Background: an optimization exercise with open tools, aiming at small area. Do not read the settings as production practice.
Only simulation tests tie the RTL to the original design; equivalence was not proved.
No driver is modelled on the clock port, so clocking that relies on it looks cheaper here than on a real chip.
Power figures rest on the tool's default switching activity, not on a simulated workload.

--- flow/design.v ---
`timescale 1ns / 1ps
module TOP_MODULE(
    input CLK100MHZ,
    input rst,
    input SW,
    input BTNL, BTNR,
    output [7:0] AN,
    output CA,CB,CC,CD,CE,CF,CG, DP,
    output LED
    );
    assign DP = 1'b1;
    localparam [13:0] C_TAPS = 14'd8353, C_S0 = 14'd10811;
    localparam [13:0] B_TAPS = 14'd9228, B_S0 = 14'd8397, B_S5001 = 14'd431;
    localparam [13:0] MASK = 14'd10922;
    reg [13:0] cnt_r, cnt1_r, cnt2_r;
    wire [13:0] cnt = cnt_r ^ MASK, cnt1 = cnt1_r ^ MASK, cnt2 = cnt2_r ^ MASK;
    wire tick    = ~cnt[0] & cnt[1] & cnt[2] & cnt[4] & ~cnt[6] & cnt[7] & cnt[8] & cnt[9] & cnt[10] & ~cnt[12];    
    wire c_wrap  = ~cnt[1] & cnt[2] & cnt[3] & cnt[5] & ~cnt[7] & cnt[8] & cnt[9] & cnt[10] & cnt[11] & ~cnt[13];    
    wire cnt1_one  = cnt1[1] & cnt1[3] & ~cnt1[5] & ~cnt1[6] & cnt1[7] & cnt1[8] & ~cnt1[9] & ~cnt1[10] & ~cnt1[11] & ~cnt1[12] & ~cnt1[13];    
    wire cnt1_top  = ~cnt1[0] & ~cnt1[1] & ~cnt1[3] & ~cnt1[4] & ~cnt1[5] & cnt1[7] & cnt1[8] & cnt1[9] & ~cnt1[11] & cnt1[12] & cnt1[13];    
    wire cnt1_wrap = ~cnt1[0] & ~cnt1[1] & ~cnt1[2] & cnt1[3] & cnt1[8] & cnt1[9] & cnt1[10] & cnt1[11] & ~cnt1[12] & cnt1[13];    
    wire cnt2_one  = cnt2[1] & cnt2[3] & ~cnt2[5] & ~cnt2[6] & cnt2[7] & cnt2[8] & ~cnt2[9] & ~cnt2[10] & ~cnt2[11] & ~cnt2[12] & ~cnt2[13];    
    wire cnt2_top  = ~cnt2[0] & ~cnt2[1] & ~cnt2[3] & ~cnt2[4] & ~cnt2[5] & cnt2[7] & cnt2[8] & cnt2[9] & ~cnt2[11] & cnt2[12] & cnt2[13];    
    wire cnt2_wrap = ~cnt2[0] & ~cnt2[1] & ~cnt2[2] & cnt2[3] & cnt2[8] & cnt2[9] & cnt2[10] & cnt2[11] & ~cnt2[12] & cnt2[13];    
    wire c1_ev = cnt1_one | cnt1_top;
    wire c2_ev = cnt2_one | cnt2_top;
    always_ff @(posedge CLK100MHZ) begin
        if (rst | c_wrap) cnt_r <= C_S0 ^ MASK;
        else              cnt_r <= {cnt[12:0], ~^(cnt & C_TAPS)} ^ MASK;
        if (rst | ~BTNR)    cnt1_r <= B_S0 ^ MASK;
        else if (cnt1_wrap) cnt1_r <= B_S5001 ^ MASK;
        else                cnt1_r <= {cnt1[12:0], ~^(cnt1 & B_TAPS)} ^ MASK;
        if (rst | ~BTNL)    cnt2_r <= B_S0 ^ MASK;
        else if (cnt2_wrap) cnt2_r <= B_S5001 ^ MASK;
        else                cnt2_r <= {cnt2[12:0], ~^(cnt2 & B_TAPS)} ^ MASK;
    end
    reg [3:0] su, mu, hu;
    reg [2:0] st, mt;
    reg [1:0] ht;
    wire s59 = (st == 3'd5) & (su == 4'd9);
    wire m59 = (mt == 3'd5) & (mu == 4'd9);
    wire h23 = (ht == 2'd2) & (hu == 4'd3);
    wire s_inc = tick;
    wire m_inc = c1_ev | (tick & s59);
    wire h_inc = c2_ev | (tick & s59 & m59);
    wire [3:0] su_n = {su[3] ^ (su[0] & (su[3] | (su[2] & su[1]))),
                          su[2] ^ (su[1] & su[0]),
                          (su[1] ^ su[0]) & ~su[3],
                          ~su[0]};
    wire [3:0] mu_n = {mu[3] ^ (mu[0] & (mu[3] | (mu[2] & mu[1]))),
                          mu[2] ^ (mu[1] & mu[0]),
                          (mu[1] ^ mu[0]) & ~mu[3],
                          ~mu[0]};
    wire [3:0] hu_n = {hu[3] ^ (hu[0] & (hu[3] | (hu[2] & hu[1]))),
                          hu[2] ^ (hu[1] & hu[0]),
                          (hu[1] ^ hu[0]) & ~hu[3],
                          ~hu[0]};
    wire [2:0] st_n = {st[2] ^ (st[0] & (st[2] | st[1])),
                          (st[1] ^ st[0]) & ~st[2],
                          ~st[0]};
    wire [2:0] mt_n = {mt[2] ^ (mt[0] & (mt[2] | mt[1])),
                          (mt[1] ^ mt[0]) & ~mt[2],
                          ~mt[0]};
    always_ff @(posedge CLK100MHZ) begin
        if (rst) begin
            st <= 3'd5; su <= 4'd0;
            mt <= 3'd1; mu <= 4'd2;
            ht <= 2'd1; hu <= 4'd2;
        end else begin
            if (s_inc) begin
                su <= su_n;
                if (su == 4'd9) st <= st_n;
            end
            if (m_inc) begin
                mu <= mu_n;
                if (mu == 4'd9) mt <= mt_n;
            end
            if (h_inc) begin
                if (h23) begin
                    hu <= 4'd0; ht <= 2'd0;
                end else begin
                    hu <= hu_n;
                    if (hu == 4'd9) ht <= {ht[0], ~ht[0]};    
                end
            end
        end
    end
    wire gt12 = ht[1] | (ht[0] & (hu > 4'd2));
    wire pm = SW & gt12;
    assign LED = pm;
    reg [1:0] htd;
    reg [3:0] hud;
    always_comb begin
        htd = ht; hud = hu;
        if (pm) begin
            if (ht[0])           begin htd = 2'd0; hud = hu - 4'd2; end
            else if (hu < 4'd2)  begin htd = 2'd0; hud = hu + 4'd8; end
            else                 begin htd = 2'd1; hud = hu - 4'd2; end
        end
    end
    localparam [4:0] D_TAPS = 5'd18, D_RST = 5'd27, D_MASK = 5'b01010;
    reg [4:0] dc_r;
    reg [2:0] dig;
    wire [4:0] dc = dc_r ^ D_MASK;
    wire dc_end = ~dc[1] & ~dc[2] & ~dc[3];    
    wire [2:0] dig_nxt = dig + 3'd1;
    always_ff @(posedge CLK100MHZ) begin
        if (rst) begin
            dc_r <= D_RST ^ D_MASK; dig <= 3'd0;
        end else begin
            dc_r <= {dc[3:0], (~^(dc & D_TAPS)) ^ dc_end} ^ D_MASK;
            if (dc_end) dig <= dig_nxt;
        end
    end
    assign AN = ~(8'd1 << dig);
    reg [3:0] val;
    always_comb begin
        case (dig)
            3'd0: val = su;
            3'd1: val = {1'b0, st};
            3'd2: val = mu;
            3'd3: val = {1'b0, mt};
            3'd4: val = hud;
            3'd5: val = {2'b0, htd};
            default: val = 4'd15;
        endcase
    end
    localparam [111:0] SEGTAB = {7'b1111111, 7'b1111111, 7'b1111111, 7'b1111111, 7'b1111111, 7'b1111111,
                                 7'b0001100, 7'b0000000, 7'b0001111, 7'b0100000, 7'b0100100,
                                 7'b1001100, 7'b0000110, 7'b0010010, 7'b1001111, 7'b0000001};
    wire [6:0] seg = SEGTAB[val*7 +: 7];
    assign {CA,CB,CC,CD,CE,CF,CG} = seg;
endmodule
--- flow/flow/run.sh ---
#!/bin/bash
# Layout flow: the standard ORFS flow (standard.sh) with
#  - combinational logic mapped by ABC for area (flow/area.abc) and no separate
#    half/full-adder extraction; registers are untouched, so they keep the
#    standard synthesis's names and cells;
#  - port buffers of the smallest buffer cell;
#  - clock tree synthesis without dummy loads.
set -euo pipefail
W=$PWD
{
  echo 'proc abc {args} {'
  echo '  set i [lsearch -exact $args -script]'
  echo "  if {\$i >= 0} { set args [lreplace \$args [expr {\$i+1}] [expr {\$i+1}] $W/flow/area.abc] }"
  echo '  yosys abc {*}$args'
  echo '}'
  cat synth_recipe.tcl
} > my_synth.tcl
bash standard.sh SYNTH_SCRIPT=$W/my_synth.tcl ADDER_MAP_FILE= \
  BUFFER_PORTS_ARGS="-buffer_cell sky130_fd_sc_hd__buf_1" \
  CTS_ARGS="-sink_clustering_enable -repair_clock_nets -dont_use_dummy_load -buf_list sky130_fd_sc_hd__clkbuf_4 -sink_clustering_size 40 -sink_clustering_max_diameter 200" \
  finish > standard.log 2>&1
--- flow/flow/area.abc ---
&get -n
&st
&dch
&nf -a -R 1000
&put
topo
--- flow/standard.sh ---
#!/bin/bash
# synth_recipe.tcl (not shown) runs the flow's synth.tcl, then flattens the netlist and writes it again
# the make line also repeats each setting of config.mk as NAME=value (left out here)
make -C /OpenROAD-flow-scripts/flow DESIGN_CONFIG=/design/flow/config.mk WORK_HOME=/design/flow/orfs CLKGATE_MAP_FILE= SYNTH_SCRIPT=/design/flow/synth_recipe.tcl "${@:-finish}"
--- flow/config.mk ---
export PLATFORM = sky130hd
export DESIGN_NAME = TOP_MODULE
export DESIGN_NICKNAME = TOP_MODULE
export VERILOG_FILES = /design/flow/design.v
export SDC_FILE = /design/flow/constraint.sdc
export NUM_CORES = 4
export LEC_CHECK = 0
export CAP_MARGIN = 20
export CORE_MARGIN = 2
export CORE_UTILIZATION = 40
export PLACE_DENSITY = 0.6
export SLEW_MARGIN = 20
--- flow/constraint.sdc ---
create_clock -name core_clock -period 10.0 [get_ports {CLK100MHZ}]
set_input_delay 2.0000 -clock core_clock [delete_from_list [all_inputs] [get_ports {CLK100MHZ}]]
set_output_delay 2.0000 -clock core_clock [all_outputs]
set_load 0.01 [all_outputs]
==> impl_metrics.toml, run 1 <==
[status]
status = "no timing/DRC/antenna violations"

[synthesis]
synth-seq-area-share = 0.4925
ys.warnings.count = 1
syn_inst = 323
async_reset_ff_frac = 0
synth_top_family_by_area = "simple AND/OR/NAND/NOR gates"
synth_compound_area_frac = 0.1614
synthMuxAreaShare = 0.007476
synth_edf_count = 0
ys_types = 48
synth_adder_area_share = 0
synth_nets = 328
syn_area_um2 = 2845
synth_xor_xnor_area_share = 0.04925
yosys.area_share.simple = 0.2709
ys_ff_latch = 70
avgSynthCellArea_um2 = 8.809
synth-main-ff-cell = "dfxtp_1"

[drt]
vias = 2312
drt_iter0_markers = 89
drt-total-wl_um = 5622
ant_nets = 0
first_pass_iters = 4
drcViolationCount = 0
viasPerCell = 5.149
wl_per_cell_um = 12.52

[critical_path]
endpoint = "CD"
path_class = "primary input to output pin"
crit_required_ns = 8.00
cp-start-kind = "primary input"
startpoint = "SW"
critical_path.top_delay_family = "compound AO/OA/AOI/OAI gates"
worst-path-stages = 13
slowest_delay_ns = 0.67
r2r-end = "mt[1]$_SDFFE_PP0P_"
crit_top_cell = "o21ai_0"
crit_slowest_cell = "a21boi_0"
crit_chain = "buf_1 > a21boi_0 > o21ai_0 > o21ai_0 > o32ai_1 > a221oi_1 > nand3_1 > nand2_1 > clkinv_1 > o21ai_0 > o31ai_1 > mux2_1 > buf_1"
r2r_start = "cnt_r[4]$_SDFF_PP1_"
crit_fanout = 9
reg2regPathDepth = 10
arrival_ns = 4.55
critPathCaptureType = "output pin"
reg2reg_setup_slack_ns = 7.28
crit_buf_inv = 3

[cts]
clk_path_buf_depth = 2
clk_latency_ns = 0.40
post_cts_buffers = 0
cts.hold.buffers_added = 0
cts_tree = "built"
htree_levels = 3
clockRootBuffer = "clkbuf_4"
worst_setup_hold_path_clk_slew_ns = 0.10
cts_made_buffers = 9
cts_resized = 0
clkSinkCount = 70

[global_route]
overflow = 0
grt_pass1_vias = 2022
grt_use_total = 0.1586
grt_pass1_wl_um = 9542
antenna_found_initial = 0
grt_start_max_net_pins = 39

[finish]
syn2layout_area_growth_pct = 9.499
final_common_cell = "dfxtp_1"
final_cell_mix = "70 x dfxtp_1, 46 x nor2_1, 39 x nand2_1"
post-route-util = 0.4560
n_antenna_cell = 0
drive_gt1_frac = 0.03116
nFillCells = 684
final_nets = 360

[pwr]
p_leak_nw = 1.110
power_uw = 449.0
powerDensity_nw_per_um2 = 144.1
vdd_drop_max_mv = 0.06871

[sta]
setup_viol = 0
rsz0062_at_grt = "false"
slew-limit-headroom = 0.4474
layout_setup_ws_ns = 3.446
post-route-min-period_ns = 6.554
max_clock_freq_mhz = 152.6
slew_violations = 0
worst_pin_slew_ns = 0.8216
hold_ws_ns = 0.3823
post-route-period-util = 0.6554
clock_skew_ns = 0.02908
hold_viol = 0
tns_ns = 0

[place]
place_hpwl_um = 4040
portBuffers = 20
gp_congestion = 0.8076
place_ws_ns = 3.499

[floorplan]
row_count = 30
initial_core_util = 0.4165
die_h_um = 88.34
core_area_um2 = 6832
chipWidth_um = 88.34
io_pins = 22
dieArea_um2 = 7804

[flow_run]
max_cap_viol_count = 0

[min_path]
min_path_type = "register to register"
## logic make-up after synthesis
| family | after synthesis |
|---|---|
| and+or+nand+nor | 152 |
| other | 1 |
| muxes | 2 |
| DFF | 70 |
| xor gates and xnor gates | 16 |
| buffers and inverters | 12 |
| AOI/OAI and AO/OA | 70 |
## how the worst min path moves through the flow
stage,depth (start not counted),slack [ns],start,end
2_1_floorplan,1,0.36,cnt_r[3]$_SDFF_PP0_,cnt_r[4]$_SDFF_PP1_
3_3_place_gp,1,0.37,dc_r[0]$_SDFF_PP1_,dc_r[1]$_SDFF_PP0_
3_5_place_dp,1,0.37,dc_r[0]$_SDFF_PP1_,dc_r[1]$_SDFF_PP0_
4_1_cts,1,0.39,cnt2_r[8]$_SDFF_PP0_,cnt2_r[9]$_SDFF_PP1_
5_1_grt,1,0.40,cnt2_r[8]$_SDFF_PP0_,cnt2_r[9]$_SDFF_PP1_
6_report,1,0.38,cnt2_r[8]$_SDFF_PP0_,cnt2_r[9]$_SDFF_PP1_
## where the power goes
| group | switching (mW) | total, mW | internal [mW] |
|---|---|---|---|
| clock | 0.0852 | 0.127 | 0.0419 |
| sequential | 0.00891 | 0.298 | 0.289 |
| combinational | 0.0128 | 0.0239 | 0.0111 |
| total | 0.107 | 0.449 | 0.342 |
## stage by stage
stage	instances	instance area, um2
6_report	449	3115
5_1_grt	449	3115
4_1_cts	449	3115
3_5_place_dp	440	3048
3_3_place_gp	440	3048
2_1_floorplan	323	2845
## sequential cells by signal, summed over array words and instances (netlist names)
register	flops
cnt1_r	14
cnt2_r	14
cnt_r	14
dc_r	5
hu	4
mu	4
su	4
dig	3
mt	3
st	3
ht	2
## worst reg2reg max path: cells and delay by family (launching register included)
family | cells | cell delay (ns)
simple gates | 8 | 1.90
flops | 1 | 0.37
compound gates | 1 | 0.19
xor+xnor | 1 | 0.16
## layout make-up
type / instances / area (um2) / share of cell area
Multi-Input combinational cell: 241 / 1395 / 0.4478
Inverter: 11 / 41.29 / 0.01325
Clock buffer: 9 / 67.56 / 0.02169
Timing Repair Buffer: 22 / 90.09 / 0.02892
Sequential cell: 70 / 1401 / 0.4498
Tap cell: 96 / 120.1 / 0.03855
## Yosys cell counts (5+ instances only)
cell type	n	area (um2)
a211oi_1	6	45.04
a21oi_1	18	90.09
and2_0	5	31.28
clkinv_1	11	41.29
dfxtp_1	70	1401
nand2_1	39	146.4
nand3_1	5	25.02
nor2_1	46	172.7
nor2b_1	7	43.79
nor3_1	12	60.06
o21ai_0	14	70.07
or2_0	5	31.28
xnor2_1	10	87.58
xor2_1	6	52.55
## layer usage
metal  GRT usage  vias up  routed length (um)
li1            -     1213                   -
met1      0.2064     1052                2817
met2      0.2474       39                2493
met3     0.05690        8                 240
met4     0.04959        0                  71
met5           0        -                   0
==> run 2, diff against run 1 <==
--- a/flow/design.v
+++ b/flow/design.v
@@ -9,19 +9,19 @@
     output LED
     );
     assign DP = 1'b1;
-    localparam [13:0] C_TAPS = 14'd8353, C_S0 = 14'd10811;
-    localparam [13:0] B_TAPS = 14'd9228, B_S0 = 14'd8397, B_S5001 = 14'd431;
+    localparam [13:0] C_TAPS = 14'd8220, C_S0 = 14'd11179;
+    localparam [13:0] B_TAPS = 14'd13568, B_S0 = 14'd9588, B_S5001 = 14'd6650;
     localparam [13:0] MASK = 14'd10922;
     reg [13:0] cnt_r, cnt1_r, cnt2_r;
     wire [13:0] cnt = cnt_r ^ MASK, cnt1 = cnt1_r ^ MASK, cnt2 = cnt2_r ^ MASK;
-    wire tick    = ~cnt[0] & cnt[1] & cnt[2] & cnt[4] & ~cnt[6] & cnt[7] & cnt[8] & cnt[9] & cnt[10] & ~cnt[12];    
-    wire c_wrap  = ~cnt[1] & cnt[2] & cnt[3] & cnt[5] & ~cnt[7] & cnt[8] & cnt[9] & cnt[10] & cnt[11] & ~cnt[13];    
-    wire cnt1_one  = cnt1[1] & cnt1[3] & ~cnt1[5] & ~cnt1[6] & cnt1[7] & cnt1[8] & ~cnt1[9] & ~cnt1[10] & ~cnt1[11] & ~cnt1[12] & ~cnt1[13];    
-    wire cnt1_top  = ~cnt1[0] & ~cnt1[1] & ~cnt1[3] & ~cnt1[4] & ~cnt1[5] & cnt1[7] & cnt1[8] & cnt1[9] & ~cnt1[11] & cnt1[12] & cnt1[13];    
-    wire cnt1_wrap = ~cnt1[0] & ~cnt1[1] & ~cnt1[2] & cnt1[3] & cnt1[8] & cnt1[9] & cnt1[10] & cnt1[11] & ~cnt1[12] & cnt1[13];    
-    wire cnt2_one  = cnt2[1] & cnt2[3] & ~cnt2[5] & ~cnt2[6] & cnt2[7] & cnt2[8] & ~cnt2[9] & ~cnt2[10] & ~cnt2[11] & ~cnt2[12] & ~cnt2[13];    
-    wire cnt2_top  = ~cnt2[0] & ~cnt2[1] & ~cnt2[3] & ~cnt2[4] & ~cnt2[5] & cnt2[7] & cnt2[8] & cnt2[9] & ~cnt2[11] & cnt2[12] & cnt2[13];    
-    wire cnt2_wrap = ~cnt2[0] & ~cnt2[1] & ~cnt2[2] & cnt2[3] & cnt2[8] & cnt2[9] & cnt2[10] & cnt2[11] & ~cnt2[12] & cnt2[13];    
+    wire tick    = cnt[3] & cnt[4] & cnt[5] & cnt[6] & cnt[7] & cnt[8] & cnt[9] & cnt[10] & cnt[11] & cnt[12];    
+    wire c_wrap  = cnt[4] & cnt[5] & cnt[6] & cnt[7] & cnt[8] & cnt[9] & cnt[10] & cnt[11] & cnt[12] & cnt[13];    
+    wire cnt1_one  = ~cnt1[0] & ~cnt1[2] & cnt1[3] & ~cnt1[4] & cnt1[5] & cnt1[6] & cnt1[7] & cnt1[9] & cnt1[11] & ~cnt1[12] & ~cnt1[13];    
+    wire cnt1_top  = cnt1[0] & cnt1[1] & cnt1[2] & cnt1[3] & cnt1[5] & cnt1[6] & cnt1[7] & cnt1[8] & cnt1[9] & cnt1[10] & cnt1[11];    
+    wire cnt1_wrap = cnt1[0] & cnt1[2] & cnt1[4] & cnt1[6] & cnt1[7] & cnt1[8] & cnt1[9] & cnt1[10] & cnt1[11] & cnt1[12];    
+    wire cnt2_one  = ~cnt2[0] & ~cnt2[2] & cnt2[3] & ~cnt2[4] & cnt2[5] & cnt2[6] & cnt2[7] & cnt2[9] & cnt2[11] & ~cnt2[12] & ~cnt2[13];    
+    wire cnt2_top  = cnt2[0] & cnt2[1] & cnt2[2] & cnt2[3] & cnt2[5] & cnt2[6] & cnt2[7] & cnt2[8] & cnt2[9] & cnt2[10] & cnt2[11];    
+    wire cnt2_wrap = cnt2[0] & cnt2[2] & cnt2[4] & cnt2[6] & cnt2[7] & cnt2[8] & cnt2[9] & cnt2[10] & cnt2[11] & cnt2[12];    
     wire c1_ev = cnt1_one | cnt1_top;
     wire c2_ev = cnt2_one | cnt2_top;
     always_ff @(posedge CLK100MHZ) begin
@@ -125,9 +125,10 @@
             default: val = 4'd15;
         endcase
     end
-    localparam [111:0] SEGTAB = {7'b1111111, 7'b1111111, 7'b1111111, 7'b1111111, 7'b1111111, 7'b1111111,
-                                 7'b0001100, 7'b0000000, 7'b0001111, 7'b0100000, 7'b0100100,
-                                 7'b1001100, 7'b0000110, 7'b0010010, 7'b1001111, 7'b0000001};
+    localparam [111:0] SEGTAB = {7'b1111111, 7'b1110000, 7'b1110100, 7'b1011100,
+                                 7'b0000110, 7'b0010010, 7'b0001100, 7'b0000000,
+                                 7'b0001111, 7'b0100000, 7'b0100100, 7'b1001100,
+                                 7'b0000110, 7'b0010010, 7'b1001111, 7'b0000001};
     wire [6:0] seg = SEGTAB[val*7 +: 7];
     assign {CA,CB,CC,CD,CE,CF,CG} = seg;
 endmodule
==> impl_metrics.toml, run 2 <==
[status]
status = "no timing/DRC/antenna violations"

[pwr]
p_leak_nw = 1.047
vdd_drop_max_mv = 0.09204
powerDensity_nw_per_um2 = 147.2

[synthesis]
ys_types = 37
ys_top_cells_by_area = "dfxtp_1 51%, nor2_1 6.7%, nand2_1 4.8%"
avgSynthCellArea_um2 = 8.645
synth_nets = 324
synth_top_area_share = 0.5082
yosysMostFrequentCell = "dfxtp_1"
ys.warnings.count = 1
syn_area_um2 = 2758
synth_edf_count = 0
synth_top_area_cell = "dfxtp_1"
syn_inst = 319
ys_ff_latch = 70
synth-main-ff-cell = "dfxtp_1"
yosys-top-cells-count = "70 x dfxtp_1, 49 x nor2_1, 35 x nand2_1"
async_reset_ff_frac = 0
synth-seq-area-share = 0.5082

[sta]
slew-limit-headroom = 0.5442
tns_ns = 0
slew_violations = 0
clock_skew_ns = 0.03155
max_clock_freq_mhz = 175.6
rsz0062_at_grt = "false"
post-route-min-period_ns = 5.695
worst_pin_slew_ns = 0.6791
hold_viol = 0
post-route-period-util = 0.5695
setup_viol = 0

[drt]
drcViolationCount = 0
vias = 2199
viasPerCell = 5.138
first_pass_iters = 7
ant_nets = 0
drt-total-wl_um = 5216
drt_iter0_markers = 71
wl_per_cell_um = 12.19

[min_path]
hp-start = "cnt_r[7]$_SDFF_PP0_"
holdPathEnd = "cnt_r[8]$_SDFF_PP1_"
min_delay_path_depth = 1
min_path_type = "register to register"

[cts]
clockRootBuffer = "clkbuf_4"
clkSinkCount = 70
htree_levels = 3
worst_setup_hold_path_clk_slew_ns = 0.10
cts.hold.buffers_added = 0
clk_path_buf_depth = 2
post_cts_buffers = 0
cts_tree = "built"
cts_made_buffers = 9
clk_latency_ns = 0.40
cts_resized = 0

[finish]
final_cell_area_um2 = 3000
n_antenna_cell = 0
top_regs = "cnt1_r: 14 flops, cnt2_r: 14 flops, cnt_r: 14 flops"
final_cells = 428
final_cell_mix = "70 x dfxtp_1, 49 x nor2_1, 35 x nand2_1"
drive_gt1_frac = 0.02874
post-route-util = 0.4466
final_common_cell = "dfxtp_1"
syn2layout_area_growth_pct = 8.802
final_nets = 355

[global_route]
overflow = 0
grt_start_max_net_pins = 38
grt.met1_usage = 0.2012
top_usage_layer = "met2"
met3_usage = 0.04739
grt_pass1_wl_um = 9114
grt_use_total = 0.1541
grt_util_met2 = 0.2339
grt_pass1_vias = 1995
antenna_found_initial = 0

[place]
portBuffers = 20
place_area_um2 = 2933
gp_congestion = 0.8095
place_hpwl_um = 3717
place_inst = 419

[critical_path]
reg2reg_setup_slack_ns = 6.85
path_class = "primary input to output pin"
cp-start-kind = "primary input"
r2r_start = "cnt_r[9]$_SDFF_PP0_"
crit_required_ns = 8.00
crit_fanout = 8
r2r-end = "ht[0]$_SDFFE_PP1P_"
critPathCaptureType = "output pin"
reg2regPathDepth = 8
arrival_ns = 3.70

[floorplan]
row_count = 30
die_h_um = 87.03
core_area_um2 = 6719
dieArea_um2 = 7574
chipWidth_um = 87.03
io_pins = 22
initial_core_util = 0.4104

[flow_run]
max_cap_viol_count = 0
## run 2: power by group
part | internal [mW] | switching [mW] | leakage (nW)
clock network | 0.0419 | 0.0826 | 0.0414
logic | 0.00878 | 0.0113 | 0.431
registers | 0.290 | 0.00748 | 0.575
total | 0.340 | 0.101 | 1.05
## run 2: worst max-delay path by stage
| stage | startpoint | end | slack, ns | depth (start not counted) |
|---|---|---|---|---|
| after floorplan | SW | CA | 4.62 | 9 |
| after global placement | SW | CG | 4.40 | 9 |
| after detailed placement | SW | CG | 4.32 | 9 |
| after CTS | SW | CG | 4.31 | 9 |
| after global routing | SW | CG | 4.06 | 9 |
| final | SW | CG | 4.30 | 9 |
## run 2: through the flow
stage,total power [mW],setup WS (ns),hold WS [ns]
2_1_floorplan,0.3162,4.625,0.3528
3_3_place_gp,0.3233,4.396,0.3642
3_5_place_dp,0.3238,4.322,0.3672
4_1_cts,0.4497,4.315,0.3738
5_1_grt,0.4653,4.056,0.3965
6_report,0.4416,4.305,0.3753
## run 2: layer usage
layer	vias to the layer above	wire [um]
met3	9	168
met1	1001	2650
met5	-	0
met2	21	2302
met4	0	95
li1	1168	-
## run 2: kinds of logic (layout without fill, tap and decap cells)
group                     count (synthesis)  in the layout  share of synthesized area
and+or+nand+nor                         155            155                     0.2668
other                                     1              1                   0.001360
AOI/OAI and AO/OA                        66             66                     0.1547
xor gates and xnor gates                 17             17                    0.05399
buffers and inverters                    10             39                    0.01497
DFF                                      70             70                     0.5082
## run 2: worst max-delay path: stages
cell	delay [ns]
buf_1	0.09
o21a_1	0.26
o21ai_0	0.10
o21ai_0	0.41
clkinv_1	0.21
nor2_1	0.26
a21oi_1	0.06
a21oi_1	0.15
buf_1	0.16
## run 2: final cells by class
class / instances / area (um2)
multi-input combinational: 239 / 1315
fill: 691 / 3719
clock buffer: 9 / 67.56
timing repair buffer: 21 / 82.58
inverter: 9 / 33.78
tap: 80 / 100.1
sequential: 70 / 1401
==> run 3, diff against run 2 <==
==> flow/design.v (replaced) <==
`timescale 1ns / 1ps
module TOP_MODULE(
    input CLK100MHZ,
    input rst,
    input SW,
    input BTNL, BTNR,
    output [7:0] AN,
    output CA,CB,CC,CD,CE,CF,CG, DP,
    output LED
    );
    assign DP = 1'b1;
    localparam [13:0] C_TAPS = 14'd8193, C_S0 = 14'd10349;
    localparam [13:0] B_TAPS = 14'd12288, B_S0 = 14'd3060, B_S5001 = 14'd10160;
    localparam [13:0] MASK = 14'd10922;
    reg [13:0] cnt_r, cnt1_r, cnt2_r;
    wire [13:0] cnt = cnt_r ^ MASK, cnt1 = cnt1_r ^ MASK, cnt2 = cnt2_r ^ MASK;
    wire tick    = cnt[0] & cnt[1] & cnt[2] & cnt[3] & cnt[4] & cnt[5] & cnt[6] & cnt[8] & cnt[10] & cnt[12];    
    wire c_wrap  = cnt[1] & cnt[2] & cnt[3] & cnt[4] & cnt[5] & cnt[6] & cnt[7] & cnt[9] & cnt[11] & cnt[13];    
    wire cnt1_one  = cnt1[0] & ~cnt1[1] & ~cnt1[2] & cnt1[3] & ~cnt1[4] & cnt1[6] & cnt1[7] & cnt1[8] & cnt1[9] & cnt1[10] & cnt1[12] & ~cnt1[13];    
    wire cnt1_top  = cnt1[0] & cnt1[1] & cnt1[2] & cnt1[4] & cnt1[6] & cnt1[8] & cnt1[10] & cnt1[11] & cnt1[12] & cnt1[13];    
    wire cnt1_wrap = cnt1[0] & cnt1[1] & cnt1[2] & cnt1[3] & cnt1[5] & cnt1[7] & cnt1[9] & cnt1[11] & cnt1[12] & cnt1[13];    
    wire cnt2_one  = cnt2[0] & ~cnt2[1] & ~cnt2[2] & cnt2[3] & ~cnt2[4] & cnt2[6] & cnt2[7] & cnt2[8] & cnt2[9] & cnt2[10] & cnt2[12] & ~cnt2[13];    
    wire cnt2_top  = cnt2[0] & cnt2[1] & cnt2[2] & cnt2[4] & cnt2[6] & cnt2[8] & cnt2[10] & cnt2[11] & cnt2[12] & cnt2[13];    
    wire cnt2_wrap = cnt2[0] & cnt2[1] & cnt2[2] & cnt2[3] & cnt2[5] & cnt2[7] & cnt2[9] & cnt2[11] & cnt2[12] & cnt2[13];    
    wire c1_ev = cnt1_one | cnt1_top;
    wire c2_ev = cnt2_one | cnt2_top;
    always_ff @(posedge CLK100MHZ) begin
        if (rst | c_wrap) cnt_r <= C_S0 ^ MASK;
        else              cnt_r <= {cnt[12:0], ~^(cnt & C_TAPS)} ^ MASK;
        if (rst | ~BTNR)    cnt1_r <= B_S0 ^ MASK;
        else if (cnt1_wrap) cnt1_r <= B_S5001 ^ MASK;
        else                cnt1_r <= {cnt1[12:0], ~^(cnt1 & B_TAPS)} ^ MASK;
        if (rst | ~BTNL)    cnt2_r <= B_S0 ^ MASK;
        else if (cnt2_wrap) cnt2_r <= B_S5001 ^ MASK;
        else                cnt2_r <= {cnt2[12:0], ~^(cnt2 & B_TAPS)} ^ MASK;
    end
    reg [3:0] su, mu, hu;
    reg [2:0] st, mt;
    reg [1:0] ht;
    wire su9 = su[3] & su[0], mu9 = mu[3] & mu[0], hu9 = hu[3] & hu[0];
    wire s59 = st[2] & st[0] & su9;
    wire m59 = mt[2] & mt[0] & mu9;
    wire h23 = ht[1] & hu[1] & hu[0];
    wire s_inc = tick;
    wire m_inc = c1_ev | (tick & s59);
    wire h_inc = c2_ev | (tick & s59 & m59);
    function automatic [3:0] t10(input [3:0] x);
        t10 = {x[0] & (x[3] | (x[2] & x[1])), x[1] & x[0], x[0] & ~x[3], 1'b1};
    endfunction
    function automatic [2:0] t6(input [2:0] x);
        t6 = {x[0] & (x[2] | x[1]), x[0] & ~x[2], 1'b1};
    endfunction
    wire [3:0] su_t = t10(su), mu_t = t10(mu), hu_t = t10(hu);
    wire [2:0] st_t = t6(st), mt_t = t6(mt);
    always_ff @(posedge CLK100MHZ) begin
        if (rst) begin
            st <= 3'd5; su <= 4'd0;
            mt <= 3'd1; mu <= 4'd2;
            ht <= 2'd1; hu <= 4'd2;
        end else begin
            su <= su ^ ({4{s_inc}} & su_t);
            st <= st ^ ({3{s_inc & su9}} & st_t);
            mu <= mu ^ ({4{m_inc}} & mu_t);
            mt <= mt ^ ({3{m_inc & mu9}} & mt_t);
            if (h23) begin
                if (h_inc) begin hu <= 4'd0; ht <= 2'd0; end
            end else begin
                hu <= hu ^ ({4{h_inc}} & hu_t);
                ht <= ht ^ ({2{h_inc & hu9}} & {ht[0], 1'b1});    
            end
        end
    end
    wire gt12 = ht[1] | (ht[0] & (hu > 4'd2));
    wire pm = SW & gt12;
    assign LED = pm;
    reg [1:0] htd;
    reg [3:0] hud;
    always_comb begin
        htd = ht; hud = hu;
        if (pm) begin
            if (ht[0])           begin htd = 2'd0; hud = hu - 4'd2; end
            else if (hu < 4'd2)  begin htd = 2'd0; hud = hu + 4'd8; end
            else                 begin htd = 2'd1; hud = hu - 4'd2; end
        end
    end
    localparam [4:0] D_TAPS = 5'd18, D_RST = 5'd27, D_MASK = 5'b01010;
    reg [4:0] dc_r;
    reg [2:0] dig;
    wire [4:0] dc = dc_r ^ D_MASK;
    wire dc_end = ~dc[1] & ~dc[2] & ~dc[3];    
    wire [2:0] dig_nxt = dig + 3'd1;
    always_ff @(posedge CLK100MHZ) begin
        if (rst) begin
            dc_r <= D_RST ^ D_MASK; dig <= 3'd0;
        end else begin
            dc_r <= {dc[3:0], (~^(dc & D_TAPS)) ^ dc_end} ^ D_MASK;
            if (dc_end) dig <= dig_nxt;
        end
    end
    assign AN = ~(8'd1 << dig);
    reg [3:0] val;
    always_comb begin
        case (dig)
            3'd0: val = su;
            3'd1: val = {1'b0, st};
            3'd2: val = mu;
            3'd3: val = {1'b0, mt};
            3'd4: val = hud;
            3'd5: val = {2'b0, htd};
            default: val = 4'd15;
        endcase
    end
    localparam [111:0] SEGTAB = {7'b1111111, 7'b1110000, 7'b1110100, 7'b1011100,
                                 7'b0000110, 7'b0010010, 7'b0001100, 7'b0000000,
                                 7'b0001111, 7'b0100000, 7'b0100100, 7'b1001100,
                                 7'b0000110, 7'b0010010, 7'b1001111, 7'b0000001};
    wire [6:0] seg = SEGTAB[val*7 +: 7];
    assign {CA,CB,CC,CD,CE,CF,CG} = seg;
endmodule
==> flow/flow/area.abc (replaced) <==
&get -n
&st
&dch
&nf -a -R 1000
&st
&dch
&nf -a -R 1000
&st
&dch
&nf -a -R 1000
&st
&dch
&nf -a -R 1000
&st
&dch
&nf -a -R 1000
&put
topo
==> impl_metrics.toml, run 3 <==
[global_route]
antenna_found_initial = 0
grt_pass1_vias = 2073
grt_start_max_net_pins = 26
grt_use_total = 0.1598
grt_pass1_wl_um = 9142
overflow = 0

[synthesis]
synth_nets = 306
synth_top_area_cell = "dfxtp_1"
synth_compound_area_frac = 0.1607
yosysMostFrequentCell = "dfxtp_1"
ys_top_cells_by_area = "dfxtp_1 54%, nand2_1 6.4%, nor2_1 6.4%"
async_reset_ff_frac = 0
yosys-top-cells-count = "70 x dfxtp_1, 44 x nand2_1, 44 x nor2_1"
synth_edf_count = 0
ys_ff_latch = 70
ys.warnings.count = 1
synth_xor_xnor_area_share = 0.01014
synth-seq-area-share = 0.5405
synth-main-ff-cell = "dfxtp_1"
ys_types = 38
yosys.area_share.simple = 0.2727
synth_top_family_by_area = "simple AND/OR/NAND/NOR gates"
syn_area_um2 = 2592
avgSynthCellArea_um2 = 8.613
synth_adder_area_share = 0
synthMuxAreaShare = 0
synth_top_area_share = 0.5405
syn_inst = 301

[floorplan]
chipWidth_um = 84.51
core_area_um2 = 6314
io_pins = 22
die_h_um = 84.51
initial_core_util = 0.4106
row_count = 29
dieArea_um2 = 7141

[sta]
slew_violations = 0
tns_ns = 0
worst_pin_slew_ns = 0.7888
max_clock_freq_mhz = 175.1
rsz0062_at_grt = "false"
layout_setup_ws_ns = 4.287
setup_viol = 0
hold_viol = 0
clock_skew_ns = 0.03104
post-route-period-util = 0.5713
slew-limit-headroom = 0.4667
post-route-min-period_ns = 5.713

[critical_path]
path_class = "primary input to output pin"
cp-start-kind = "primary input"
reg2regPathDepth = 9
crit_chain = "buf_1 > o21ai_0 > nor2_1 > o31a_1 > a21oi_1 > o211ai_1 > nor2_1 > or2_0 > o21a_1 > buf_1"
crit_slowest_cell = "o211ai_1"
crit_fanout = 5
r2r_start = "cnt_r[5]$_SDFF_PP0_"
crit_required_ns = 8.00
r2r-end = "hu[1]$_SDFFE_PP1P_"
reg2reg_setup_slack_ns = 7.13
slowest_delay_ns = 0.33
critPathCaptureType = "output pin"
arrival_ns = 3.71

[place]
place_hpwl_um = 3686
place_ws_ns = 4.294
gp_congestion = 0.8240
place_area_um2 = 2764
portBuffers = 20

[min_path]
min_delay_path_depth = 1
holdPathEnd = "dc_r[1]$_SDFF_PP0_"
hp-start = "dc_r[0]$_SDFF_PP1_"
min_path_type = "register to register"

[drt]
topRoutingLayerUsed = "met4"
wl_met1_um = 2627
vias = 2163
drcViolationCount = 0
first_pass_iters = 4
dr_wl_met2_um = 2166
viasPerCell = 5.314
drt-total-wl_um = 5135
ant_nets = 0
dr_wl_met3_um = 220
wl_per_cell_um = 12.62
drt_iter0_markers = 104

[pwr]
p_leak_nw = 1.021
vdd_drop_max_mv = 0.09165
powerDensity_nw_per_um2 = 152.9

[cts]
cts_resized = 0
clkSinkCount = 70
clk_latency_ns = 0.41
cts_tree = "built"
post_cts_buffers = 0
cts_made_buffers = 9
worst_setup_hold_path_clk_slew_ns = 0.09
clk_path_buf_depth = 2
clockRootBuffer = "clkbuf_4"
cts.hold.buffers_added = 0
htree_levels = 3

[finish]
n_antenna_cell = 0
final_cell_area_um2 = 2831
final_nets = 337
nFillCells = 675
drive_gt1_frac = 0.03030
final_common_cell = "dfxtp_1"
syn2layout_area_growth_pct = 9.218
final_cell_mix = "70 x dfxtp_1, 44 x nor2_1, 44 x nand2_1"
top_regs = "cnt1_r: 14 flops, cnt2_r: 14 flops, cnt_r: 14 flops"

[status]
status = "no timing/DRC/antenna violations"

[flow_run]
max_cap_viol_count = 0
-- run 3: cell types whose count changed after synthesis, sizes merged, moves of 5 or more --
cell	before	now
nor2	49	44
a21oi	13	27
nand3	12	5
nand2b	8	2
xor2	10	0
nand2	35	44
a211oi	9	1
nor3	19	11
-- run 3: how the worst max path moves through the flow --
stage               start  end  cells past startpoint
floorplan              SW   CD                      8
global route           SW   CB                     10
detailed placement     SW   CD                     10
finish                 SW   CD                     10
global placement       SW   CD                     10
CTS                    SW   CD                     10
-- run 3: kinds of logic (layout without fill, tap and decap cells) --
group,Yosys count,in the layout
DFF,70,70
other,1,1
xor gates and xnor gates,3,3
buffers and inverters,9,38
and+or+nand+nor,149,149
AOI/OAI and AO/OA,69,69
-- run 3: worst max-delay path, delay by kind of cell --
kind	cells	cell delay (ns)
buffers and inverters	2	0.20
AND/OR/NAND/NOR	3	0.58
AO/OA/AOI/OAI	5	0.92
-- run 3: cell type report --
| type | instances | area, um2 | area share |
|---|---|---|---|
| Clock buffer | 9 | 67.56 | 0.02386 |
| Sequential cell | 70 | 1401 | 0.4949 |
| Timing Repair Buffer | 21 | 82.58 | 0.02916 |
| Inverter | 8 | 30.03 | 0.01061 |
| Tap cell | 77 | 96.34 | 0.03403 |
| Multi-Input combinational cell | 222 | 1154 | 0.4074 |
-- run 3: through the flow --
step           hold WS [ns]  std cells    util  power, mW
6_report             0.3857        407  0.4485     0.4329
5_1_grt              0.4102        407  0.4485     0.4546
4_1_cts              0.3861        407  0.4485     0.4393
3_5_place_dp         0.3685        398  0.4378     0.3150
3_3_place_gp         0.3657        398  0.4378     0.3147
2_1_floorplan        0.3527        301       -     0.3084
-- run 3: power by group --
part,internal [mW],total [mW],switching [mW]
Clock,0.0418,0.125,0.0828
Combinational,0.00543,0.0153,0.00985
Sequential,0.287,0.293,0.00560
-- run 3: routing by layer --
metal | vias up | GRT usage
li1 | 1117 | -
met1 | 995 | 0.2075
met2 | 38 | 0.2398
met3 | 13 | 0.05015
met4 | 0 | 0.08081
met5 | - | 0
==> run 4, diff against run 3 <==
==> flow/flow/area.abc (replaced) <==
&get -n
&st
&dch
&nf -a -R 1000
&put
topo
==> impl_metrics.toml, run 4 <==
[finish]
n_antenna_cell = 0
final_cell_area_um2 = 2882
final_cells = 420
final_cell_mix = "70 x dfxtp_1, 57 x nor2_1, 53 x nand2_1"
top_regs = "cnt1_r: 14 flops, cnt2_r: 14 flops, cnt_r: 14 flops"
nFillCells = 658
post-route-util = 0.4512
final_common_cell = "dfxtp_1"
final_nets = 350
syn2layout_area_growth_pct = 9.043
drive_gt1_frac = 0.02915

[sta]
slew_violations = 0
rsz0062_at_grt = "false"
setup_viol = 0
post-route-min-period_ns = 5.774
layout_setup_ws_ns = 4.226
hold_ws_ns = 0.3728
hold_viol = 0
tns_ns = 0
clock_skew_ns = 0.03912
post-route-period-util = 0.5774
worst_pin_slew_ns = 0.8667
max_clock_freq_mhz = 173.2
slew-limit-headroom = 0.4161

[global_route]
grt_util_met2 = 0.2521
antenna_found_initial = 0
grt_pass1_wl_um = 9301
grt_pass1_vias = 2093
top_usage_layer = "met2"
grt.met1_usage = 0.2001
grt_use_total = 0.1622
grt_start_max_net_pins = 22
overflow = 0
met3_usage = 0.05350

[pwr]
p_leak_nw = 1.069
powerDensity_nw_per_um2 = 150.7
power_uw = 434.3
vdd_drop_max_mv = 0.09672

[cts]
htree_levels = 3
cts_made_buffers = 9
cts_tree = "built"
cts_resized = 0
clk_latency_ns = 0.41
cts.hold.buffers_added = 0
worst_setup_hold_path_clk_slew_ns = 0.11
post_cts_buffers = 0
clkSinkCount = 70
clockRootBuffer = "clkbuf_4"
clk_path_buf_depth = 2

[critical_path]
crit_chain = "buf_1 > nor2b_1 > nand2_1 > o21ai_0 > nor2_1 > a221oi_1 > nand3_1 > nand2_1 > clkinv_1 > o31ai_1 > buf_1"
crit_fanout = 9
arrival_ns = 3.77
slowest_delay_ns = 0.37
critPathCaptureType = "output pin"
crit_required_ns = 8.00
crit_slowest_cell = "nor2b_1"
cp-start-kind = "primary input"
path_class = "primary input to output pin"

[synthesis]
synth-seq-area-share = 0.5303
async_reset_ff_frac = 0
yosys-top-cells-count = "70 x dfxtp_1, 57 x nor2_1, 53 x nand2_1"
avgSynthCellArea_um2 = 8.416
yosysMostFrequentCell = "dfxtp_1"
syn_inst = 314
ys.warnings.count = 1
syn_area_um2 = 2643
ys_top_cells_by_area = "dfxtp_1 53%, nor2_1 8.1%, nand2_1 7.5%"
synth_top_area_share = 0.5303
ys_ff_latch = 70
synth_nets = 319
synth-main-ff-cell = "dfxtp_1"
synth_edf_count = 0
synth_top_area_cell = "dfxtp_1"
ys_types = 37

[floorplan]
io_pins = 22
die_h_um = 85.28
chipWidth_um = 85.28
initial_core_util = 0.4138
core_area_um2 = 6386
dieArea_um2 = 7273
row_count = 29

[drt]
wl_per_cell_um = 12.64
viasPerCell = 5.238
drt_iter0_markers = 143
vias = 2200
drt-total-wl_um = 5308
first_pass_iters = 4
drcViolationCount = 0
ant_nets = 0

[place]
portBuffers = 20
place_ws_ns = 4.223
place_area_um2 = 2814
gp_congestion = 0.8279
place_hpwl_um = 3739
place_inst = 411

[flow_run]
max_cap_viol_count = 0

[status]
status = "no timing/DRC/antenna violations"

[min_path]
min_path_type = "register to register"
[run 4: critical path: cells and delay by family]
kind	cells	cell delay (ns)
AOI/OAI and AO/OA	3	0.52
and+or+nand+nor	5	0.90
buffers and inverters	3	0.35
[run 4: path summary, 6_finish.rpt]
path         slack, ns  depth (start not counted)                 from                  end
max               4.23                         11                   SW                   CA
min               0.37                          1  cnt_r[8]$_SDFF_PP0_  cnt_r[9]$_SDFF_PP1_
max reg2reg       7.10                          8  cnt_r[5]$_SDFF_PP0_   ht[0]$_SDFFE_PP1P_
min reg2reg       0.37                          1  cnt_r[8]$_SDFF_PP0_  cnt_r[9]$_SDFF_PP1_
[run 4: layer usage]
layer  vias to the layer above  share of wire
met5                         -              0
met4                         0          0.021
met3                        11          0.048
met2                        36           0.45
met1                      1012           0.49
li1                       1141              -
[run 4: kinds of logic (layout without fill, tap and decap cells)]
kind of cell    count (synthesis)  in the layout  share of synthesized area
mux                             1              1                   0.003788
compound gates                 54             54                     0.1274
buf+inv                        11             40                    0.01705
xor+xnor                        8              8                    0.02652
other cells                     1              1                   0.001419
flops                          70             70                     0.5303
simple gates                  169            169                     0.2936
[run 4: cell type report]
cell class	instances	area (um2)	share of cell area
clock buffers	9	67.56	0.02345
repair buffers	21	82.58	0.02866
flip-flops and latches	70	1401	0.4863
multi-input cells	233	1196	0.4151
inverters	10	37.54	0.01303
well taps	77	96.34	0.03343
[run 4: report_power, final]
| part | switching (mW) | internal, mW |
|---|---|---|
| clock | 0.0828 | 0.0418 |
| sequential | 0.00596 | 0.288 |
| combinational | 0.0101 | 0.00611 |
| total | 0.0988 | 0.336 |
==> run 5, diff against run 4 <==
--- a/flow/design.v
+++ b/flow/design.v
@@ -70,19 +70,11 @@
             end
         end
     end
-    wire gt12 = ht[1] | (ht[0] & (hu > 4'd2));
+    wire gt12 = ht[1] | (ht[0] & (hu[3] | hu[2] | (hu[1] & hu[0])));
     wire pm = SW & gt12;
     assign LED = pm;
-    reg [1:0] htd;
-    reg [3:0] hud;
-    always_comb begin
-        htd = ht; hud = hu;
-        if (pm) begin
-            if (ht[0])           begin htd = 2'd0; hud = hu - 4'd2; end
-            else if (hu < 4'd2)  begin htd = 2'd0; hud = hu + 4'd8; end
-            else                 begin htd = 2'd1; hud = hu - 4'd2; end
-        end
-    end
+    wire [1:0] htd = pm ? {1'b0, ht[1] & hu[1]} : ht;
+    wire [3:0] hud = pm ? {ht[1] & ~hu[1], hu[3] | (hu[2] & hu[1]), hu[3] | (hu[2] & ~hu[1]), hu[0]} : hu;
     localparam [4:0] D_TAPS = 5'd18, D_RST = 5'd27, D_MASK = 5'b01010;
     reg [4:0] dc_r;
     reg [2:0] dig;
==> flow/flow/area.abc (replaced) <==
&get -n
&st
&dch
&nf -a -R 1000
&st
&dch
&nf -a -R 1000
&st
&dch
&nf -a -R 1000
&st
&dch
&nf -a -R 1000
&st
&dch
&nf -a -R 1000
&put
topo
--- a/flow/config.mk
+++ b/flow/config.mk
@@ -7,6 +7,6 @@
 export LEC_CHECK = 0
 export CAP_MARGIN = 20
 export CORE_MARGIN = 2
-export CORE_UTILIZATION = 40
-export PLACE_DENSITY = 0.6
+export CORE_UTILIZATION = 60
+export PLACE_DENSITY = 0.75
 export SLEW_MARGIN = 20
==> impl_metrics.toml, run 5 <==
[min_path]
min_delay_path_depth = 1
min_path_type = "register to register"

[finish]
final_nets = 344
final_cells = 387
top_regs = "cnt1_r: 14 flops, cnt2_r: 14 flops, cnt_r: 14 flops"
final_cell_area_um2 = 2811
syn2layout_area_growth_pct = 7.873
drive_gt1_frac = 0.02967
n_antenna_cell = 0
final_cell_mix = "70 x dfxtp_1, 57 x nand2_1, 35 x nor2_1"
final_common_cell = "dfxtp_1"

[critical_path]
arrival_ns = 4.13
crit_chain = "buf_1 > nand2_1 > a21oi_1 > a21oi_1 > clkinv_1 > nand2_1 > a21oi_1 > nor3_1 > o21bai_1 > nand4_1 > o21ai_0 > buf_1"
cp-start-kind = "primary input"
crit_slowest_cell = "nor3_1"
crit_top_cell = "a21oi_1"
reg2regPathDepth = 9
slowest_delay_ns = 0.63
path_class = "primary input to output pin"
crit_fanout = 8
critPathCaptureType = "output pin"
crit_required_ns = 8.00

[drt]
vias = 2146
first_pass_iters = 4
drt-total-wl_um = 4961
drcViolationCount = 0
ant_nets = 0
wl_per_cell_um = 12.82
drt_iter0_markers = 131
viasPerCell = 5.545

[sta]
post-route-min-period_ns = 6.128
rsz0062_at_grt = "false"
slew_violations = 0
clock_skew_ns = 0.03159
max_clock_freq_mhz = 163.2
slew-limit-headroom = 0.5019
hold_viol = 0
worst_pin_slew_ns = 0.7415
tns_ns = 0
setup_viol = 0
post-route-period-util = 0.6128

[synthesis]
ys_types = 33
ys_ff_latch = 70
ys_top_cells_by_area = "dfxtp_1 54%, nand2_1 8.2%, a21oi_1 5.4%"
yosys.area_share.simple = 0.2919
avgSynthCellArea_um2 = 8.462
synth_top_family_by_area = "simple AND/OR/NAND/NOR gates"
synth_edf_count = 0
synth_xor_xnor_area_share = 0.01680
synth_compound_area_frac = 0.1363
synth-seq-area-share = 0.5377
syn_area_um2 = 2606
ys.warnings.count = 1
synth-main-ff-cell = "dfxtp_1"
yosysMostFrequentCell = "dfxtp_1"
async_reset_ff_frac = 0
synth_top_area_cell = "dfxtp_1"
syn_inst = 308
synth_top_area_share = 0.5377
yosys-top-cells-count = "70 x dfxtp_1, 57 x nand2_1, 35 x nor2_1"
synth_nets = 313
synthMuxAreaShare = 0
synth_adder_area_share = 0

[pwr]
p_leak_nw = 1.098
powerDensity_nw_per_um2 = 153.7
vdd_drop_max_mv = 0.1174

[cts]
htree_levels = 3
clockRootBuffer = "clkbuf_4"
cts.hold.buffers_added = 0
cts_resized = 0
worst_setup_hold_path_clk_slew_ns = 0.09
post_cts_buffers = 0
clk_path_buf_depth = 2
clkSinkCount = 70
clk_latency_ns = 0.40
cts_made_buffers = 9
cts_tree = "built"

[floorplan]
row_count = 23
chipWidth_um = 69.91
io_pins = 22
initial_core_util = 0.6378
die_h_um = 69.91
core_area_um2 = 4086
dieArea_um2 = 4887

[place]
gp_congestion = 0.8327
place_inst = 378
portBuffers = 20
place_area_um2 = 2744
place_hpwl_um = 3556

[status]
status = "no timing/DRC/antenna violations"

[flow_run]
max_cap_viol_count = 0

[global_route]
overflow = 0
antenna_found_initial = 0
grt_start_max_net_pins = 23
grt_pass1_vias = 2017
grt_pass1_wl_um = 8742
grt_use_total = 0.2240
[run 5: changes by cell type in the layout (fill, tap and decap cells not counted), moves of 3 or more]
cell      before  now
nor2_1        57   35
a21oi_1       13   28
nand2_1       53   57
a221oi_1       3    0
and3_1         3    6
nand3_1       11   14
o21a_1         1    4
o21ai_0       21   18
xnor2_1        6    3
[run 5: cell families (layout without fill, tap and decap cells)]
family / count (synthesis) / count (layout)
simple gates: 160 / 160
compound gates: 62 / 62
buf+inv: 10 / 39
other cells: 1 / 1
flops: 70 / 70
xor+xnor: 5 / 5
[run 5: final cells by class]
type	instances	area, um2
Timing Repair Buffer	21	82.58
Tap cell	50	62.56
Sequential cell	70	1401
Inverter	9	33.78
Multi-Input combinational cell	228	1164
Clock buffer	9	67.56
Fill cell	368	1275
[run 5: final timing paths]
kind / from / to / slack (ns)
worst min-delay path: cnt2_r[7]$_SDFF_PP0_ / cnt2_r[8]$_SDFF_PP1_ / 0.38
worst min register to register: cnt2_r[7]$_SDFF_PP0_ / cnt2_r[8]$_SDFF_PP1_ / 0.38
worst max-delay path: SW / CA / 3.87
worst max register to register: cnt_r[5]$_SDFF_PP0_ / hu[1]$_SDFFE_PP1P_ / 7.06
[run 5: where the power goes]
part	switching, mW	internal (mW)
combinational	0.0106	0.00590
sequential	0.00594	0.287
clock	0.0803	0.0418
total	0.0969	0.335
[run 5: worst max-delay path, delay by kind of cell]
family / cells / cell delay [ns]
AO/OA/AOI/OAI: 5 / 0.75
buffers and inverters: 3 / 0.42
AND/OR/NAND/NOR: 4 / 0.96
[run 5: per-stage QoR]
stage	hold slack, ns	utilization	total power [mW]	setup slack (ns)
2_1_floorplan	0.3527	-	0.3096	4.316
3_3_place_gp	0.3640	0.6715	0.3157	4.017
3_5_place_dp	0.3673	0.6715	0.3164	3.911
4_1_cts	0.3869	0.6880	0.4338	3.908
5_1_grt	0.4058	0.6880	0.4518	3.488
6_report	0.3836	0.6880	0.4321	3.872
[run 5: metal layers]
metal	global-route usage	vias to the layer above	wire length [um]
met3	0.06926	11	203
met2	0.3270	41	2121
li1	-	1125	-
met5	0	-	0
met4	0.09615	0	115
met1	0.3069	969	2521
==> run 6, diff against run 5 <==
--- a/flow/flow/run.sh
+++ b/flow/flow/run.sh
@@ -18,4 +18,5 @@
 bash standard.sh SYNTH_SCRIPT=$W/my_synth.tcl ADDER_MAP_FILE= \
   BUFFER_PORTS_ARGS="-buffer_cell sky130_fd_sc_hd__buf_1" \
   CTS_ARGS="-sink_clustering_enable -repair_clock_nets -dont_use_dummy_load -buf_list sky130_fd_sc_hd__clkbuf_4 -sink_clustering_size 40 -sink_clustering_max_diameter 200" \
+  POST_CTS_TCL=$W/flow/rootbuf.tcl \
   finish > standard.log 2>&1
==> flow/flow/rootbuf.tcl (new file) <==
# Give the clock tree's root buffer (the one the clock port drives) more drive,
# so the leaf buffers see sharp input edges.
set block [ord::get_db_block]
set clk_net [$block findNet CLK100MHZ]
foreach it [$clk_net getITerms] {
  set inst [$it getInst]
  if {[string match "sky130_fd_sc_hd__clkbuf*" [[$inst getMaster] getName]]} {
    $inst swapMaster [[ord::get_db] findMaster sky130_fd_sc_hd__clkbuf_8]
    puts "rootbuf: [$inst getName] -> sky130_fd_sc_hd__clkbuf_8"
  }
}
detailed_placement
check_placement -verbose
--- a/flow/config.mk
+++ b/flow/config.mk
@@ -7,6 +7,6 @@
 export LEC_CHECK = 0
 export CAP_MARGIN = 20
 export CORE_MARGIN = 2
-export CORE_UTILIZATION = 60
-export PLACE_DENSITY = 0.75
+export CORE_UTILIZATION = 40
+export PLACE_DENSITY = 0.6
 export SLEW_MARGIN = 20
==> impl_metrics.toml, run 6 <==
[drt]
wl_per_cell_um = 12.26
ant_nets = 0
first_pass_iters = 5
drcViolationCount = 0
drt_iter0_markers = 91
viasPerCell = 5.169
vias = 2140
drt-total-wl_um = 5077

[synthesis]
synth_top_area_share = 0.5377
ys_types = 33
synthMuxAreaShare = 0
yosys-top-cells-count = "70 x dfxtp_1, 57 x nand2_1, 35 x nor2_1"
yosys.area_share.simple = 0.2919
synth-seq-area-share = 0.5377
avgSynthCellArea_um2 = 8.462
synth_top_family_by_area = "simple AND/OR/NAND/NOR gates"
synth_adder_area_share = 0
ys_top_cells_by_area = "dfxtp_1 54%, nand2_1 8.2%, a21oi_1 5.4%"
synth_nets = 313
ys.warnings.count = 1
syn_inst = 308
synth_top_area_cell = "dfxtp_1"
synth_xor_xnor_area_share = 0.01680
yosysMostFrequentCell = "dfxtp_1"
ys_ff_latch = 70
async_reset_ff_frac = 0
syn_area_um2 = 2606
synth_edf_count = 0
synth-main-ff-cell = "dfxtp_1"
synth_compound_area_frac = 0.1363

[floorplan]
die_h_um = 84.72
core_area_um2 = 6314
initial_core_util = 0.4128
row_count = 29
chipWidth_um = 84.72
io_pins = 22
dieArea_um2 = 7177

[critical_path]
critPathCaptureType = "output pin"
arrival_ns = 4.20
startpoint = "SW"
cp-start-kind = "primary input"
path_class = "primary input to output pin"
reg2regPathDepth = 9
r2r_start = "cnt_r[5]$_SDFF_PP0_"
crit_fanout = 8
crit_required_ns = 8.00

[place]
portBuffers = 20
place_inst = 405
gp_congestion = 0.8637
place_hpwl_um = 3632

[finish]
final_nets = 344
final_cells = 414
top_regs = "cnt1_r: 14 flops, cnt2_r: 14 flops, cnt_r: 14 flops"
final_common_cell = "dfxtp_1"
nFillCells = 648
post-route-util = 0.4516
final_cell_mix = "70 x dfxtp_1, 57 x nand2_1, 35 x nor2_1"
multi_input_area_um2 = 1164
n_antenna_cell = 0
ff_latch_area_um2 = 1401
syn2layout_area_growth_pct = 9.409
drive_gt1_frac = 0.02967

[cts]
cts_tree = "built"
clk_latency_ns = 0.34
worst_setup_hold_path_clk_slew_ns = 0.09
clkSinkCount = 70

[sta]
hold_viol = 0
post-route-period-util = 0.6199
tns_ns = 0
max_clock_freq_mhz = 161.3
slew_violations = 0
setup_viol = 0
slew-limit-headroom = 0.5184
worst_pin_slew_ns = 0.7169
clock_skew_ns = 0.03412
rsz0062_at_grt = "false"
post-route-min-period_ns = 6.199

[status]
status = "no timing/DRC/antenna violations"

[flow_run]
max_cap_viol_count = 0

[min_path]
hp-start = "cnt_r[5]$_SDFF_PP0_"
min_path_type = "register to register"
min_delay_path_depth = 1

[global_route]
grt_pass1_vias = 2100
antenna_found_initial = 0
grt_use_total = 0.1580
overflow = 0
grt_pass1_wl_um = 9080
grt_start_max_net_pins = 23

[pwr]
p_leak_nw = 1.100
vdd_drop_max_mv = 0.05994
powerDensity_nw_per_um2 = 153.1
==> run 6: changes by cell type in the layout (fill, tap and decap cells not counted) <==
| cell | change |
|---|---|
| clkbuf_4 | -1 |
| clkbuf_8 | +1 |
==> run 6: final timing paths <==
check | end | slack [ns]
worst min-delay path | cnt_r[6]$_SDFF_PP1_ | 0.37
worst min register to register | cnt_r[6]$_SDFF_PP1_ | 0.37
worst max-delay path | CA | 3.80
worst max register to register | hu[1]$_SDFFE_PP1P_ | 7.12
==> run 6: critical path, stage by stage <==
cell	delay [ns]
buf_1	0.12
nand2_1	0.11
a21oi_1	0.05
a21oi_1	0.31
clkinv_1	0.15
nand2_1	0.11
a21oi_1	0.07
nor3_1	0.61
nand2_1	0.26
nand4_1	0.16
o21ai_0	0.09
buf_1	0.16
==> run 6: layout make-up <==
type                       instances  area share
clock buffer                       9     0.02589
inverter                           9     0.01185
multi-input combinational        228      0.4081
sequential                        70      0.4914
tap                               77     0.03379
timing repair buffer              21     0.02896
==> run 6: kinds of logic (layout without fill, tap and decap cells) <==
family | Yosys count | after routing
xor+xnor | 5 | 5
other cells | 1 | 1
simple gates | 160 | 160
buf+inv | 10 | 39
flops | 70 | 70
compound gates | 62 | 62
==> run 6: through the flow <==
step	area, um2	hold WS, ns	setup WS, ns	total power [mW]
2_1_floorplan	2606	0.3527	4.316	0.3096
3_3_place_gp	2778	0.3616	4.026	0.3161
3_5_place_dp	2778	0.3660	3.826	0.3163
5_1_grt	2851	0.3750	3.456	0.4599
6_report	2851	0.3676	3.801	0.4366
==> run 6: per-layer routing <==
metal	share of wire	track usage	up-vias
met3	0.051	0.05605	9
met2	0.42	0.2462	53
met1	0.51	0.1988	947
met4	0.017	0.06638	0
met5	0	0	-
li1	-	-	1131
==> run 6: where the power goes <==
group / internal, mW / leakage [nW] / switching [mW]
clock: 0.0466 / 0.0440 / 0.0804
sequential: 0.288 / 0.574 / 0.00574
combinational: 0.00590 / 0.483 / 0.0105
total: 0.340 / 1.10 / 0.0966

what the ideal ports hide:
In the flow no input, the clock included, has a driving cell. The finished layouts below were timed again as built, in two steps.
Step 1 assumes that a clkbuf_16 drives the clock port and a buf_2 every other input.
Step 2 adds t to the input delays and takes it off the output delays; t is the mean of the earliest and latest rising clock arrival at the registers after step 1. Input paths then give back, and output paths get back, about the clock's delay inside the block.
Slacks: ideal ports / drivers / drivers and shift; pairs: ideal ports / drivers.
| run | shift t [ns] | setup slack, ns | worst register clock-pin slew, ns |
|---|---|---|---|
| run 1 | 0.410 | 3.446 / 3.419 / 3.419 | 0.11 / 0.11 |
| run 2 | 0.409 | 4.305 / 4.278 / 4.278 | 0.11 / 0.11 |
| run 3 | 0.425 | 4.287 / 4.263 / 4.263 | 0.12 / 0.12 |
| run 4 | 0.416 | 4.226 / 4.204 / 4.204 | 0.11 / 0.11 |
| run 5 | 0.410 | 3.872 / 3.852 / 3.852 | 0.11 / 0.11 |
| run 6 | 0.353 | 3.801 / 3.779 / 3.779 | 0.11 / 0.11 |
After both steps setup and hold are still met in every run listed.
